From an optimization exercise on the open Yosys and OpenROAD flow, aimed at small area; shortcuts taken in it are not production practice. Only simulation tests tie the RTL to the original design; equivalence was not proved. No driver is modelled on the clock port, so clocking that relies on it looks cheaper here than on a real chip.

==> inputs of v26 <==
// Kitchen_Timer
module Kitchen_Timer(
	input [5:0] num,
	input un_start, un_pause, un_reset, un_get_min, un_get_sec,
	input fast, up, clk,
	input rst,
	output led,
	output [3:0] AN,
	output [6:0] disp,
	output HS, VS,
	output [2:0] R, G,
	output [1:0] B
);
wire clock, clock_rise;
wire [7:0] tb;    
wire tb_wrap;
wire reset, start, pause, get_min, get_sec;
wire [13:0] big_bin;  
wire [3:0] small_bin;
clock_delay cd0 (clk, rst, fast, clock, clock_rise);
k_clock_delay cd1 (clk, rst, tb, tb_wrap);
debouncer s  (clk, rst, un_start, start);
debouncer p  (clk, rst, un_pause, pause);
debouncer r  (clk, rst, un_reset, reset);
debouncer gm (clk, rst, un_get_min, get_min);
debouncer gs (clk, rst, un_get_sec, get_sec);
debugger d (clk, rst, clock, clock_rise, up, reset, pause, start, get_min, get_sec, num, led, big_bin);
alternate alt (clk, rst, tb_wrap, big_bin, small_bin, AN);
bin_to_seg bts (small_bin, disp);
VGA_display vdisplay (rst, reset, clk, tb[1:0] == 2'b01, R[0], HS, VS, big_bin);
assign R[2:1] = 2'b00;
assign G = 3'b000;
assign B = 2'b00;
endmodule
==> module clock_delay, before the edit <==
module clock_delay(
    input clk, rst, fast,
    output reg clock,
    output clock_rise
);
reg [9:0] count;
reg clock_q;
wire low = ~|count[8:0];
wire fb = count[9] ^ count[2] ^ low;
wire hit = (count[9:4] == 6'b011010) & (count[2:0] == 3'b000) & (count[3] == fast);
always @(posedge clk) begin
	clock_q <= clock;  
	if (rst) begin
		count <= 10'b0000100110;
		clock <= 0;
	end else if (hit) begin
		clock <= ~clock;
		count <= 10'b0001001101;
	end else
		count <= {count[8:0], fb};
end
assign clock_rise = clock & ~clock_q;
endmodule
==> module alternate, before the edit <==
module alternate(
    input clk, rst,
    input step,
    input [13:0] big_bin,
    output reg [3:0] small_bin,
    output [3:0] AN
);
reg [1:0] cnt;
reg on;
wire d0 = cnt == 2'd0, d1 = cnt == 2'd1, d2 = cnt == 2'd2, d3 = cnt == 2'd3;
always @(posedge clk) begin
	if (rst) begin
		cnt <= 0;
		on <= 0;
		small_bin <= 0;
	end else if (step) begin
		cnt <= cnt + 1'b1;
		on <= 1;
		small_bin <= ({4{d0}} & big_bin[3:0]) | ({4{d1}} & {1'b0, big_bin[6:4]}) |
		             ({4{d2}} & big_bin[10:7]) | ({4{d3}} & {1'b0, big_bin[13:11]});
	end
end
assign AN[0] = on & ~d1;
assign AN[1] = on & ~d2;
assign AN[2] = on & ~d3;
assign AN[3] = on & ~d0;
endmodule
Settings: LEC_CHECK=0, CAP_MARGIN=20, CORE_MARGIN=2, CORE_UTILIZATION=70, PLACE_DENSITY=0.85, SLEW_MARGIN=20; clock period 10.0 ns.
standard.sh (not shown) runs the stock make flow with config.mk's settings and CLKGATE_MAP_FILE= SYNTH_SCRIPT=/design/flow/synth_recipe.tcl, a recipe that flattens the netlist after the stock synthesis.
==> flow/flow/run.sh <==
#!/bin/bash
# The standard layout (standard.sh) with these changes:
#  - synthesis: synth_recipe.tcl unchanged except that its abc call uses flow/area.abc,
#    an area-oriented script (deepsyn, then area-recovering mapping), instead of ORFS's
#    speed script, and that adders are left to abc (ADDER_MAP_FILE empty) instead of
#    being mapped to half/full-adder cells; the flip-flops and their names come from
#    the same earlier passes;
#  - after floorplan, combinational cells go to their smallest size (flow/downsize.tcl);
#  - port buffers are buf_1;
#  - the clock tree uses clkbuf_4 and no dummy loads; after CTS, leaf buffers whose
#    flip-flops would see a clock slew near the limit become clkbuf_8 (flow/clk_upsize.tcl).
set -euo pipefail
here=$(pwd)
sed "1a proc abc {args} { set i [lsearch \$args -script]; if {\$i >= 0} { lset args [expr {\$i + 1}] $here/flow/area.abc }; yosys abc {*}\$args }" \
  synth_recipe.tcl > area_synth.tcl
bash standard.sh \
  SYNTH_SCRIPT="$here/area_synth.tcl" \
  ADDER_MAP_FILE= \
  POST_FLOORPLAN_TCL="$here/flow/downsize.tcl" \
  BUFFER_PORTS_ARGS="-buffer_cell sky130_fd_sc_hd__buf_1" \
  CTS_ARGS="-sink_clustering_enable -repair_clock_nets -dont_use_dummy_load -buf_list sky130_fd_sc_hd__clkbuf_4" \
  POST_CTS_TCL="$here/flow/clk_upsize.tcl" \
  finish > flow.log 2>&1
==> flow/flow/clk_upsize.tcl <==
set limit 0.112
estimate_parasitics -placement
set changed 0
foreach inst [[ord::get_db_block] getInsts] {
  if {[[$inst getMaster] getName] ne "sky130_fd_sc_hd__clkbuf_4"} { continue }
  set worst 0
  foreach iterm [$inst getITerms] {
    if {![$iterm isOutputSignal]} { continue }
    set net [$iterm getNet]
    if {$net eq "NULL"} { continue }
    foreach load [$net getITerms] {
      if {[$load isOutputSignal]} { continue }
      set pin [get_pins -quiet "[[$load getInst] getName]/[[$load getMTerm] getName]"]
      if {$pin eq ""} { continue }
      set s [get_property $pin slew_max]
      if {$s > $worst} { set worst $s }
    }
  }
  if {$worst > $limit} {
    $inst swapMaster [[ord::get_db] findMaster sky130_fd_sc_hd__clkbuf_8]
    incr changed
  }
}
puts "clk_upsize: $changed clock buffers now clkbuf_8"
if {$changed > 0} {
  detailed_placement
  check_placement -verbose
  estimate_parasitics -placement
}
Other scripts of this flow, unchanged in this note and not shown: flow/flow/area.abc, flow/flow/downsize.tcl
==> v38: changes against v26 <==
--- a/flow/design.v
+++ b/flow/design.v
@@ -241,16 +241,18 @@
 reg clock_q;
 wire low = ~|count[8:0];
-wire fb = count[9] ^ count[2] ^ low;
-wire hit = (count[9:4] == 6'b011010) & (count[2:0] == 3'b000) & (count[3] == fast);
+wire fb = count[9] ^ count[6] ^ low;
+wire hit = fast ? (count == 10'b1000001001) : (count == 10'b1111010110);
 always @(posedge clk) begin
 	clock_q <= clock;  
 	if (rst) begin
-		count <= 10'b0000100110;
+		count <= 0;
 		clock <= 0;
-	end else if (hit) begin
-		clock <= ~clock;
-		count <= 10'b0001001101;
-	end else
-		count <= {count[8:0], fb};
+	end else begin
+		if (hit) begin
+			clock <= ~clock;
+			count <= 10'd1;
+		end else
+			count <= {count[8:0], fb};
+	end
 end
 assign clock_rise = clock & ~clock_q;
@@ -266,16 +268,12 @@
 reg [1:0] cnt;
 reg on;
-wire d0 = cnt == 2'd0, d1 = cnt == 2'd1, d2 = cnt == 2'd2, d3 = cnt == 2'd3;
+wire d0 = ~cnt[1] & ~cnt[0], d1 = ~cnt[1] & cnt[0], d2 = cnt[1] & ~cnt[0], d3 = cnt[1] & cnt[0];
+wire [3:0] dig = ({4{d0}} & big_bin[3:0]) | ({4{d1}} & {1'b0, big_bin[6:4]}) |
+                 ({4{d2}} & big_bin[10:7]) | ({4{d3}} & {1'b0, big_bin[13:11]});
 always @(posedge clk) begin
-	if (rst) begin
-		cnt <= 0;
-		on <= 0;
-		small_bin <= 0;
-	end else if (step) begin
-		cnt <= cnt + 1'b1;
-		on <= 1;
-		small_bin <= ({4{d0}} & big_bin[3:0]) | ({4{d1}} & {1'b0, big_bin[6:4]}) |
-		             ({4{d2}} & big_bin[10:7]) | ({4{d3}} & {1'b0, big_bin[13:11]});
-	end
+	cnt[0] <= ~rst & (cnt[0] ^ step);
+	cnt[1] <= ~rst & (cnt[1] ^ (cnt[0] & step));
+	on <= ~rst & (on | step);
+	small_bin <= {4{~rst}} & (step ? dig : small_bin);
 end
 assign AN[0] = on & ~d1;
--- a/flow/flow/run.sh
+++ b/flow/flow/run.sh
@@ -3,7 +3,5 @@
 #  - synthesis: synth_recipe.tcl unchanged except that its abc call uses flow/area.abc,
 #    an area-oriented script (deepsyn, then area-recovering mapping), instead of ORFS's
-#    speed script, and that adders are left to abc (ADDER_MAP_FILE empty) instead of
-#    being mapped to half/full-adder cells; the flip-flops and their names come from
-#    the same earlier passes;
+#    speed script; the flip-flops and their names come from the same earlier passes;
 #  - after floorplan, combinational cells go to their smallest size (flow/downsize.tcl);
 #  - port buffers are buf_1;
@@ -16,5 +14,4 @@
 bash standard.sh \
   SYNTH_SCRIPT="$here/area_synth.tcl" \
-  ADDER_MAP_FILE= \
   POST_FLOORPLAN_TCL="$here/flow/downsize.tcl" \
   BUFFER_PORTS_ARGS="-buffer_cell sky130_fd_sc_hd__buf_1" \
--- a/flow/flow/clk_upsize.tcl
+++ b/flow/flow/clk_upsize.tcl
@@ -1,3 +1,3 @@
-set limit 0.112
+set limit 0.105
 estimate_parasitics -placement
 set changed 0
==> results.cfg <==
[run_status]
status = finished clean

[cells_and_area]
largest_cell_class = multi-input gates
post-route-cell-area_mm2 = 0.00688

[logic_synthesis]
yosysSeqAreaShare_pct = 47.0
synth.avg_cell_area_um2 = 8.92
syn_area_mm2 = 0.00648

[power]
p_comb_share_pct = 4.4

[floorplan]
n_tap_cell = 111
std_cell_rows = 35
# the run above: v38

==> results.cfg <==
[logic_synthesis]
yosysSeqAreaShare_pct = 49.7
syn_area_mm2 = 0.00612
synth.avg_cell_area_um2 = 8.80

[run_status]
status = finished clean

[power]
p_comb_share_pct = 4.0

[floorplan]
n_tap_cell = 108
die_y_um = 97.5
std_cell_rows = 34

[cells_and_area]
largest_cell_class = flip-flops and latches
post-route-cell-area_mm2 = 0.00651
# the run above: v26

[re-timing with driven ports]
The results above use ideal ports. As a check the final layouts listed here were re-extracted and re-timed, cells and wires unchanged.
Step 1 assumes that a clkbuf_16 drives the clock port and a buf_2 every other input.
Step 2 also shifts input and output timing later by t, the mid clock arrival at the registers, as if the neighbouring blocks saw the same clock.
Three values: ideal ports, drivers, drivers and shift; two values: the first two.
run	t (ns)	setup slack, ns	worst slew at a driven data input, ns
v26	0.429	5.868 / 5.872 / 5.443	0.03
v38	0.438	5.100 / 5.104 / 4.666	0.04
After both steps every run listed still meets setup and hold. For v38, which loses most, drivers alone change the setup slack by +0.004 ns; drivers and shift together by -0.434 ns.
